Background: an optimization exercise with open tools, aiming at small area. Do not read the settings as production practice.
Function was checked by simulation only, so behaviour that the tests miss may differ from the original.
Power and IR drop assume default switching activity.

==> flow/design.v, too long to show whole: its modules and the start of the top module <==
// module gci_std_display_font: 727 lines
// module gci_std_display_character: 127 lines
module gci_std_display_character #(
		parameter P_AREA_H = 640,
		parameter P_AREA_V = 480,
		parameter P_AREAA_HV_N = 19,
		parameter P_MEM_ADDR_N = 23
	)(
		input wire iCLOCK,
		input wire inRESET,
		input wire iRESET_SYNC,
		input wire iIF_VALID,
		output wire oIF_BUSY,
		input wire [13:0] iIF_ADDR,	 
		input wire [31:0] iIF_DATA,
		output wire oIF_FINISH,
		output wire oIF_VALID,
		input wire iIF_BUSY,
		output wire [P_MEM_ADDR_N-1:0] oIF_ADDR,
		output wire [23:0] oIF_DATA
	);
  // ...
==> flow/flow/run.sh <==
#!/bin/bash
# Own flow: the standard flow with two changes.
# 1. Synthesis: ORFS's synthesis script as the standard synthesis runs it, but with
#    an area-oriented ABC script (a few are tried, optionally without Yosys's
#    full-adder extraction) in place of ORFS's delay-oriented one; the smallest
#    netlist whose registers are exactly the standard synthesis's is kept.
#    No buffers are added for outputs that share a net (OpenROAD reads the
#    assign statements; the port buffers follow in placement).
# 2. Layout: the smallest buffer on the ports, and a clock tree of clkbuf_8.
set -euo pipefail
W=$(pwd)
R=$W/orfs/results/$FLOW_PLATFORM/gci_std_display_character/base
REP=$W/orfs/reports/$FLOW_PLATFORM/gci_std_display_character/base
bash standard.sh synth > $W/std_synth.log 2>&1
cp $R/1_2_yosys.v $W/std_1_2_yosys.v
cp $R/1_2_yosys.sdc $W/std_1_2_yosys.sdc
cp $REP/synth_stat.txt $W/std_synth_stat.txt
std_area=$(sed -n "s/.*Chip area for module .*: \([0-9.]*\).*/\1/p" $W/std_synth_stat.txt | tail -1)
echo "standard $std_area" > $W/synth_areas.txt
best=""; best_area=$std_area
for s in nfm nf amap; do
  for fa in 0 1 2; do
    t=synth_${s}_fa${fa}
    # fa: 0 = Yosys's adder extraction as is, 1 = none, 2 = full adders only
    xfa="extract_fa {*}[dont_use_extract_fa_args]"
    [[ $fa == 1 ]] && xfa=""
    [[ $fa == 2 ]] && xfa="extract_fa -fa {*}[dont_use_extract_fa_args]"
    sed -e "s#^\(\s*\)extract_fa {\*}\[dont_use_extract_fa_args\]#\1$xfa#" \
        -e "s#^\(\s*\)insbuf -buf #\1\# insbuf -buf #" \
        -e "s#^\(\s*\)log_cmd abc {\*}\$abc_args#\1log_cmd abc -script $W/flow/$s.abc {*}[lrange \$abc_args 2 end]#" \
        $FLOW_HOME/scripts/synth.tcl > $W/$t.tcl
    sed -e "s#^source \$::env(SCRIPTS_DIR)/synth.tcl#source $W/$t.tcl#" $W/synth_recipe.tcl > $W/my_$t.tcl
    rm -f $R/1_2_yosys.v $R/1_2_yosys.sdc $R/1_synth.odb $R/1_synth.sdc
    if bash standard.sh "SYNTH_SCRIPT=$W/my_$t.tcl" $R/1_2_yosys.v > $W/$t.log 2>&1 \
       && cp $R/1_2_yosys.v $W/$t.v && cp $REP/synth_stat.txt $W/$t.stat \
       && python3 $W/flow/same_regs.py $W/std_1_2_yosys.v $W/$t.v > $W/$t.regs 2>&1; then
      a=$(sed -n "s/.*Chip area for module .*: \([0-9.]*\).*/\1/p" $W/$t.stat | tail -1)
      echo "$t $a" >> $W/synth_areas.txt
      # (far smaller than the standard netlist would mean lost logic)
      if python3 -c "import sys; sys.exit(0 if $a < $best_area and $a > 0.5 * $std_area else 1)"; then
        best=$t; best_area=$a
      fi
    fi
  done
done
echo "chosen ${best:-standard} $best_area" >> $W/synth_areas.txt
rm -f $R/1_2_yosys.v $R/1_2_yosys.sdc $R/1_synth.odb $R/1_synth.sdc
if [[ -n "$best" ]]; then cp $W/$best.v $R/1_2_yosys.v; else cp $W/std_1_2_yosys.v $R/1_2_yosys.v; fi
cp $W/std_1_2_yosys.sdc $R/1_2_yosys.sdc
bash standard.sh finish "BUFFER_PORTS_ARGS=-buffer_cell sky130_fd_sc_hd__buf_1" \
  "CTS_ARGS=-sink_clustering_enable -repair_clock_nets -dont_use_dummy_load -buf_list sky130_fd_sc_hd__clkbuf_8 -sink_clustering_size 30" \
  > $W/std_finish.log 2>&1
==> flow/flow/amap.abc <==
strash
dch
amap
topo
==> flow/flow/nf.abc <==
strash
&get -n
&dch -f
&nf -a -R 1000
&put
topo
==> flow/flow/nfm.abc <==
strash
&get -n
&dch -f
&nf -p -R 1000
&put
mfs3 -ae
topo
==> flow/flow/same_regs.py <==
import re, sys
def regs(path):
    s=open(path).read()
    out=set()
    for m in re.finditer(r'\b(sky130_fd_sc_hd__(?:df|edf|sdf|sedf|dl)\w*)\s+(\\\S+|\w+)\s*\(', s):
        out.add((m.group(1), m.group(2)))
    return out
a=regs(sys.argv[1]); b=regs(sys.argv[2])
print(len(a), "registers in the standard netlist,", len(b), "in the re-mapped one")
if a!=b:
    print("differ:", sorted(a^b)); sys.exit(1)
print("same")
==> flow/standard.sh <==
#!/bin/bash
# synth_recipe.tcl (not shown) runs the flow's synth.tcl, then flattens the netlist and writes it again
# the make line also repeats each setting of config.mk as NAME=value (left out here)
make -C /OpenROAD-flow-scripts/flow DESIGN_CONFIG=/design/flow/config.mk WORK_HOME=/design/flow/orfs CLKGATE_MAP_FILE= SYNTH_SCRIPT=/design/flow/synth_recipe.tcl "${@:-finish}"
==> flow/config.mk <==
export PLATFORM = sky130hd
export DESIGN_NAME = gci_std_display_character
export DESIGN_NICKNAME = gci_std_display_character
export VERILOG_FILES = /design/flow/design.v
export SDC_FILE = /design/flow/constraint.sdc
export NUM_CORES = 4
export LEC_CHECK = 0
export ABC_AREA = 1
export CAP_MARGIN = 30
export CORE_MARGIN = 2
export CORE_UTILIZATION = 30
export GPL_TIMING_DRIVEN = 0
export PLACE_DENSITY = 0.45
export SETUP_SLACK_MARGIN = 0.4
export SLEW_MARGIN = 30
export SYNTH_MEMORY_MAX_BITS = 32768
==> flow/constraint.sdc <==
create_clock -name core_clock -period 10.0 [get_ports {iCLOCK}]
set_input_delay 2.0000 -clock core_clock [delete_from_list [all_inputs] [get_ports {iCLOCK}]]
set_output_delay 2.0000 -clock core_clock [all_outputs]
set_load 0.01 [all_outputs]
==> impl_results.md, run 1 <==
* Outcome: no timing/DRC/antenna violations
* Die width at ~140 um
* Filler cells at 2,115
* Power Total at between 2 and 2.5 mW
* Logic gate share of total power at 0.744
* # hold bufs at CTS at 0
* Placement Cell Area at 0.00646 mm2
* Global-route wire length before repair at ~55 mm
* Biggest Area Class: multi-input combinational cells
* R2R setup slack at 1.75 ns
* Capture point of the worst path: oIF_ADDR[18]
* Crit start category: register
* Clkbuf count at 5
* Most common cell after layout, fill and taps aside: nand2_1
* FF+latch count at 54
* Synthesized area at around 0.0057 mm2
* Max-slew headroom at 0.293
* Met2 Resource Use GR at 0.562
* FF-to-FF End: b_pixel_on
* Buffer and inverter count on the worst path at 5
* Num CTS Buffers at 5
* Maximum fanout along the worst path at 17
* Placed cells at 1,133
* Delay-heaviest family, CP: adder cells
* Setup bufs post-CTS at 0
* WP data arrival at roughly 6.8 ns
* Detailed Place HPWL at 29.5 mm
* ANT cells at 2
* Max layer used: met4
* Hold path startpoint: b_busy
* Mapped Cells at 797
* Fin area at 0.00654 mm2
* Clk root buf: clkbuf_8
* Routed wl met2 at 16.0 mm
* Seq group at 441 uW
* TAP cells at about 230
* Seq/total area at 0.237
* Fraction of area in multi-input gates at 0.599
* Comb_multi_in at about 680
* Synth-to-Final Area Change at 15.0%
* DR WL met3 at between 5 and 6 mm
* H-tree levels at 2
==> run 2: changes to the inputs <==
--- a/flow/config.mk
+++ b/flow/config.mk
@@ -8,9 +8,8 @@
 export ABC_AREA = 1
-export CAP_MARGIN = 30
+export CAP_MARGIN = 40
 export CORE_MARGIN = 2
 export CORE_UTILIZATION = 30
-export GPL_TIMING_DRIVEN = 0
 export PLACE_DENSITY = 0.45
 export SETUP_SLACK_MARGIN = 0.4
-export SLEW_MARGIN = 30
+export SLEW_MARGIN = 40
 export SYNTH_MEMORY_MAX_BITS = 32768
==> run 2 against run 1 <==
  * Clock-buffer cell count is the same
  * Critical path type unchanged
  * Worst setup slack gained 0.84 ns
  * Via count grew 1.7%
  * Largest power group unchanged
  * Largest cell class unchanged
  * Still clean on timing, DRC and antenna
  * Sequential share of layout area shrank 0.72 points
  * Power grew 3.4%
  * Fmax grew 11%
==> impl_results.md, run 2 <==
* Cell area power density at 331 mW/mm2
* Required time worst endpoint at 8.00 ns
* R2R depth at 22
* Hold Violations, Final at 0
* Routed WL at between 30 and 40 mm
* Synthesized area per cell at slightly above 7 um2
* FF-to-FF End: b_pixel_on
* # hold bufs at CTS at 0 (unchanged)
* Clk root buf: clkbuf_8
* Die Y at 142 um
* Final setup vio count at 0
* Clock sinks at 54
* Top Registers: b_base (14), b_back (12), b_fore (12)
* CP max stage cell: edfxtp_1
* Drt wl/cell at 34.1 um
* Critical path's largest stage delay at 0.50 ns
* Pre-antenna DRT Iters at 11
* Post-layout util at 0.361
* CTS tree: built
* Maximum fanout along the worst path at 3 (-14)
* Global-route wire length before repair at 54.9 mm (-0.33%)
* Most flop-heavy register: b_base
* Worst-path clk slew at 0.07 ns
* Largest net degree at the start of global routing at 50
* Core area at approximately 0.019 mm2
* Max reg flops at 14
* Total grt overflow at 0
* Vias in the first global route at 7,442
* Non-Filler Instances at 1,171
* Most used cell along the critical path: fa_1
* Placed cells at 1,163 (+2.6%)
* Worst hold slack at roughly 0.64 ns
* Internal power at 794 uW
* End of the worst hold path: b_pixel[0]
* Crit path cell chain: fa_1, fa_1, clkinv_1, fa_1, clkinv_1, fa_1, fa_1, clkinv_1, fa_1, clkinv_1, fa_1, nand2b_1, fa_1, nand2b_1, fa_1, fa_1, nor4_1, nor2_1, buf_1
* Crit path launch: b_base[8]
* Switching share of power at 0.643
* FMAX at 126 MHz
* Fin Setup TNS at 0 ns
* Clk pwr share at 0.048
* Die area at 0.0201 mm2
* Synthesized area at 0.00569 mm2 (unchanged)
* Max Slew Vio Count at 0
* Residual DRC at 0
* Max-slew headroom at 0.348 (+0.0551)
* Worst-case clock buffer depth at 2
* Logic gate share of total power at 0.811 (+0.067)
* Worst Slack Setup Final at 2.05 ns
* Measured slew at the worst slew-check pin at 0.975 ns
* Sequential share of power at 0.141
* RD Place Congestion at 1.18
* Hold path startpoint: b_busy
* DR iter-0 viols at 1,452
* Hold path depth at 1
* Cell Rows at 50
* Vias per inst at 6.85
* Clock latency (worst-skew pair) at 0.31 ns
* Nets at 1,004
* WP data arrival at 5.95 ns (-0.83 ns)
* Fin area at 0.00672 mm2 (+2.7%)
* Post-placement setup slack at about 2.3 ns
* Sw Pwr at 1.43 mW
* Detailed Place HPWL at 29.8 mm (+1.0%)
* Initial antenna violation count at 4
* Kind of end point of the critical path: output port
* R2R setup slack at 3.38 ns (+1.63 ns)
* Clock Skews at between 0.03 and 0.04 ns
* Port bufs at 96
* H-tree levels at 2 (unchanged)
* Tightest Hold Check Type: register to register
* Placement Cell Area at 0.00663 mm2 (+2.6%)
* Final period util at 0.795
* Tot GR Track Use at 0.392
* Most frequent cells in the layout: 132 x nand2_1, 114 x nor2_1, 96 x buf_1, 69 x clkinv_1, 61 x a21oi_1
* Starting Density at 0.305
* I/O pin cnt at between 100 and 150
* Antenna Violating Nets Remaining at 0
* IR drop worst, VDD at 249 uV
* Ys Warns at 1
* Worst R2R Start: b_pixel[5]
* Share of layout cells above drive strength 1 at 0.0493
* Cells resized by post-CTS repair at 0
* RSZ-0062 raised after global routing: no
* Outcome: no timing/DRC/antenna violations
* Setup CP Type: register to output port
* Num CTS Buffers at 5 (unchanged)
* Minimum clock period at 7.95 ns
* Max cap viols at 0
* Vias at roughly 8,000
* Crit start category: register
* Setup bufs post-CTS at 0 (unchanged)
* Synth-to-Final Area Change at 18.1%
* Most common cell after layout, fill and taps aside: nand2_1
* Power Total at 2.22 mW (+3.4%)
* Die width at 142 um (unchanged)
* Lkg Pwr at 2.27 nW
* Mapped Cells at 797 (unchanged)
run 2: worst max path at each step:
stage,depth (start not counted),slack (ns),to
2_1_floorplan,18,2.31,oIF_ADDR[18]
3_3_place_gp,20,2.45,oIF_ADDR[18]
3_5_place_dp,19,2.34,oIF_ADDR[18]
4_1_cts,19,2.02,oIF_ADDR[18]
5_1_grt,20,1.73,oIF_ADDR[18]
6_report,19,2.05,oIF_ADDR[18]
run 2: layer usage:
layer | global-route usage | routed length (um) | vias up | share of wire
met3 | 0.159 | 5890 | 277 | 0.15
met2 | 0.551 | 15900 | 820 | 0.40
met4 | 0.340 | 4510 | 4 | 0.11
li1 | - | - | 3230 | -
met5 | 0.00251 | 26 | - | 0.00065
met1 | 0.460 | 13600 | 3694 | 0.34
run 2: final cells by class:
| type | count | area (um2) |
|---|---|---|
| Timing Repair Buffer | 130 | 616 |
| Multi-Input combinational cell | 675 | 3930 |
| Inverter | 70 | 265 |
| Antenna cell | 3 | 7.51 |
| Clock buffer | 5 | 68.8 |
| Fill cell | 2112 | 11900 |
| Sequential cell | 54 | 1550 |
| Tap cell | 234 | 293 |
run 2: power by group through the flow:
stage	Sequential (mW)	Combinational, mW	Clock [mW]
final	0.315	1.80	0.106
after global routing	0.319	1.85	0.118
after CTS	0.314	1.68	0.111
after detailed placement	0.319	1.67	0
after global placement	0.319	1.73	0
after floorplan	0.373	0.886	0
run 2: worst max-delay path: cells and delay by family (launching register included):
kind                     cells  cell delay, ns
flip-flops                   1            0.50
adder cells (fa/ha/maj)     10            4.05
buffers and inverters        5            0.41
AND/OR/NAND/NOR              4            0.69
==> run 3: changes to the inputs <==
--- a/flow/config.mk
+++ b/flow/config.mk
@@ -8,8 +8,9 @@
 export ABC_AREA = 1
-export CAP_MARGIN = 40
+export CAP_MARGIN = 25
 export CORE_MARGIN = 2
 export CORE_UTILIZATION = 30
+export GPL_TIMING_DRIVEN = 0
 export PLACE_DENSITY = 0.45
 export SETUP_SLACK_MARGIN = 0.4
-export SLEW_MARGIN = 40
+export SLEW_MARGIN = 25
 export SYNTH_MEMORY_MAX_BITS = 32768
==> run 3 against run 2 <==
  * Still clean
  * Design area down 2.6%
  * Fmax fell by 9.5%
  * First-iteration DRC count down 6.9%
  * Clock power hardly changed
  * Sequential share of layout area up 0.72 points
  * Critical path type unchanged
==> impl_results.md, run 3 <==
* # hold bufs at CTS at 0 (unchanged)
* Clock sinks at 54 (unchanged)
* Outcome: no timing/DRC/antenna violations
* DR iter-0 viols at 1,352 (-6.9%)
* Area of the multi-input gates at 0.00391 mm2 (-0.35%)
* Synthesized area per cell at 7.14 um2 (unchanged)
* Hold Violations, Final at 0 (unchanged)
* Pre-antenna DRT Iters at 11 (unchanged)
* Cell Rows at 50 (unchanged)
* R2R setup slack at 1.67 ns (-1.71 ns)
* Worst-path clk slew at 0.07 ns (about the same)
* Most common cell after layout, fill and taps aside: nand2_1
* Placed cells at 1,134 (-2.5%)
* IR drop worst, VDD at 238 uV (-4.4%)
* Cells resized by post-CTS repair at 0 (unchanged)
* Minimum clock period at 8.78 ns (+0.831 ns)
* Required time worst endpoint at 8.00 ns (about the same)
* Ys Warns at 1 (unchanged)
* Hold path depth at 1 (unchanged)
* Fin Setup TNS at 0 ns (unchanged)
* Die area at 0.0201 mm2 (unchanged)
* Detailed Place HPWL at 29.6 mm (-0.74%)
* Clk pwr share at 0.050 (+0.002)
* Die Y at 142 um (unchanged)
* Internal power at 756 uW (-4.8%)
* Non-Filler Instances at 1,140 (-2.6%)
* Max reg flops at 14 (unchanged)
* R2R depth at 21 (-4.5%)
* Routed WL at 39.8 mm (-0.53%)
* Lkg Pwr at 2.14 nW (-5.7%)
* Vias per inst at 6.93 (+1.1%)
* Total grt overflow at 0 (unchanged)
* Antenna Violating Nets Remaining at 0 (unchanged)
* Top Registers: b_base (14), b_back (12), b_fore (12)
* Synthesized area at 0.00569 mm2 (unchanged)
* Mapped Cells at 797 (unchanged)
* Die width at 142 um (unchanged)
* Residual DRC at 0 (unchanged)
* Vias in the first global route at 7,531 (+1.2%)
* Kind of end point of the critical path: output port
* Max Slew Vio Count at 0 (unchanged)
* End of the worst hold path: b_pixel[3]
* Crit start category: register
* Max cap viols at 0 (unchanged)
* Global-route wire length before repair at 55.0 mm (+0.15%)
* Worst hold slack at 0.617 ns (-0.0213 ns)
* Sw Pwr at 1.39 mW (-2.5%)
* Setup bufs post-CTS at 0 (unchanged)
* Synth-to-Final Area Change at 15.0%
* I/O pin cnt at 101 (unchanged)
* Vias at 7,898 (-1.6%)
* CTS tree: built
* Clk root buf: clkbuf_8
* Worst Slack Setup Final at 1.22 ns (-0.831 ns)
* Max-slew headroom at 0.222 (-0.127)
* Hold path startpoint: b_busy
* Register area at 0.00155 mm2 (+0.40%)
* Num CTS Buffers at 5 (unchanged)
* Drt wl/cell at 34.9 um (+2.2%)
* RD Place Congestion at 1.14 (-3.1%)
* Nets at 975 (-2.9%)
* Post-placement setup slack at 1.65 ns (-0.687 ns)
* Post-layout util at 0.351 (-0.00946)
* Most flop-heavy register: b_base
* Final setup vio count at 0 (unchanged)
* Measured slew at the worst slew-check pin at 1.16 ns (+0.182 ns)
* Placement Cell Area at 0.00647 mm2 (-2.4%)
* Clock Skews at 0.0329 ns (-0.00267 ns)
* Core area at 0.0186 mm2 (unchanged)
* Worst-case clock buffer depth at 2 (unchanged)
* Maximum fanout along the worst path at 17 (+14)
* Logic gate share of total power at 0.746 (-0.065)
* Final period util at 0.878 (+0.0831)
* Tightest Hold Check Type: register to register
* Most frequent cells in the layout: 132 x nand2_1, 112 x nor2_1, 96 x buf_1, 69 x clkinv_1, 60 x a21oi_1
* WP data arrival at 6.78 ns (+0.83 ns)
* Fin area at 0.00655 mm2 (-2.6%)
* Port bufs at 96 (unchanged)
* Filler cells at 2,137 (+1.2%)
* Cell area power density at 328 mW/mm2 (-0.73%)
* Switching share of power at 0.648 (+0.00543)
* Starting Density at 0.305 (unchanged)
* RSZ-0062 raised after global routing: no
* H-tree levels at 2 (unchanged)
* FMAX at 114 MHz (-9.5%)
* Sequential share of power at 0.203 (+0.062)
* Clock latency (worst-skew pair) at 0.31 ns (about the same)
* Initial antenna violation count at 1 (-3)
* FF-to-FF End: b_pixel_on
* Worst R2R Start: b_pixel[5]
* Power Total at 2.15 mW (-3.3%)
* Setup CP Type: register to output port
* Largest net degree at the start of global routing at 37 (-26%)
* Share of layout cells above drive strength 1 at 0.0232 (-0.0260)
* Tot GR Track Use at 0.391 (-0.000848)
-- run 3: layout make-up --
| class | instances | area share |
|---|---|---|
| multi-input cells | 675 | 0.598 |
| flip-flops and latches | 54 | 0.237 |
| repair buffers | 101 | 0.0692 |
| well taps | 234 | 0.0447 |
| inverters | 70 | 0.0403 |
| clock buffers | 5 | 0.0105 |
| diodes | 1 | 0.000382 |
-- run 3: power groups by stage --
stage                     clock [mW]  sequential (mW)  combinational [mW]
after floorplan                    0            0.373               0.886
after global placement             0            0.455                1.52
after detailed placement           0            0.435                1.50
after CTS                      0.113            0.428                1.51
after global routing           0.121            0.440                1.66
final                          0.108            0.437                1.60
-- run 3: layer usage --
metal / vias to the layer above / share of wire / global-route usage
met5: - / 0.00033 / 0
met4: 2 / 0.096 / 0.305
met3: 245 / 0.14 / 0.140
met2: 824 / 0.41 / 0.569
met1: 3655 / 0.36 / 0.469
li1: 3172 / - / -
-- run 3: how the worst max path moves through the flow --
stage | startpoint | end | slack [ns] | cells after the start
after floorplan | b_pixel[4] | oIF_ADDR[18] | 2.31 | 18
after global placement | b_pixel[5] | b_pixel_on | 0.76 | 21
after detailed placement | b_pixel[6] | oIF_ADDR[18] | 1.65 | 18
after CTS | b_pixel[6] | oIF_ADDR[18] | 1.30 | 18
after global routing | b_pixel[6] | oIF_ADDR[18] | 1.04 | 18
final | b_pixel[6] | oIF_ADDR[18] | 1.22 | 17
-- run 3: worst max-delay path, cell delays in order, from the launching register on --
cell      delay, ns
dfxtp_1        0.96
clkinv_1       0.82
fa_1           0.74
clkinv_1       0.07
fa_1           0.38
fa_1           0.49
clkinv_1       0.08
fa_1           0.36
clkinv_1       0.06
fa_1           0.43
nand2b_1       0.10
fa_1           0.44
nand2b_1       0.18
fa_1           0.41
fa_1           0.43
nor4_1         0.29
nor2_1         0.09
buf_1          0.14

[afterwards: timing with drivers on the ports]
Ports are ideal in the flow. The routed layouts listed here were re-timed in OpenROAD. Step 1 sets driving cells, clkbuf_16 on the clock port and buf_2 on the other inputs (assumed; they add their load-dependent delay and slew). Step 2, shift: input delay + t, output delay - t, t = (earliest + latest rising clock arrival at the registers) / 2. This alone moves slack from input paths to output paths. Slacks: no drivers / after step 1 / after step 2; pairs: no drivers / after step 1.
run | t, ns | slack for setup (ns) | hold WS [ns]
run 1 | 0.337 | 1.217 / 1.183 / 1.520 | 0.626 / 0.626 / 0.626
run 2 | 0.326 | 2.054 / 2.024 / 2.350 | 0.638 / 0.638 / 0.638
run 3 | 0.329 | 1.223 / 1.191 / 1.520 | 0.617 / 0.617 / 0.617
After both steps setup and hold are still met in every run listed.
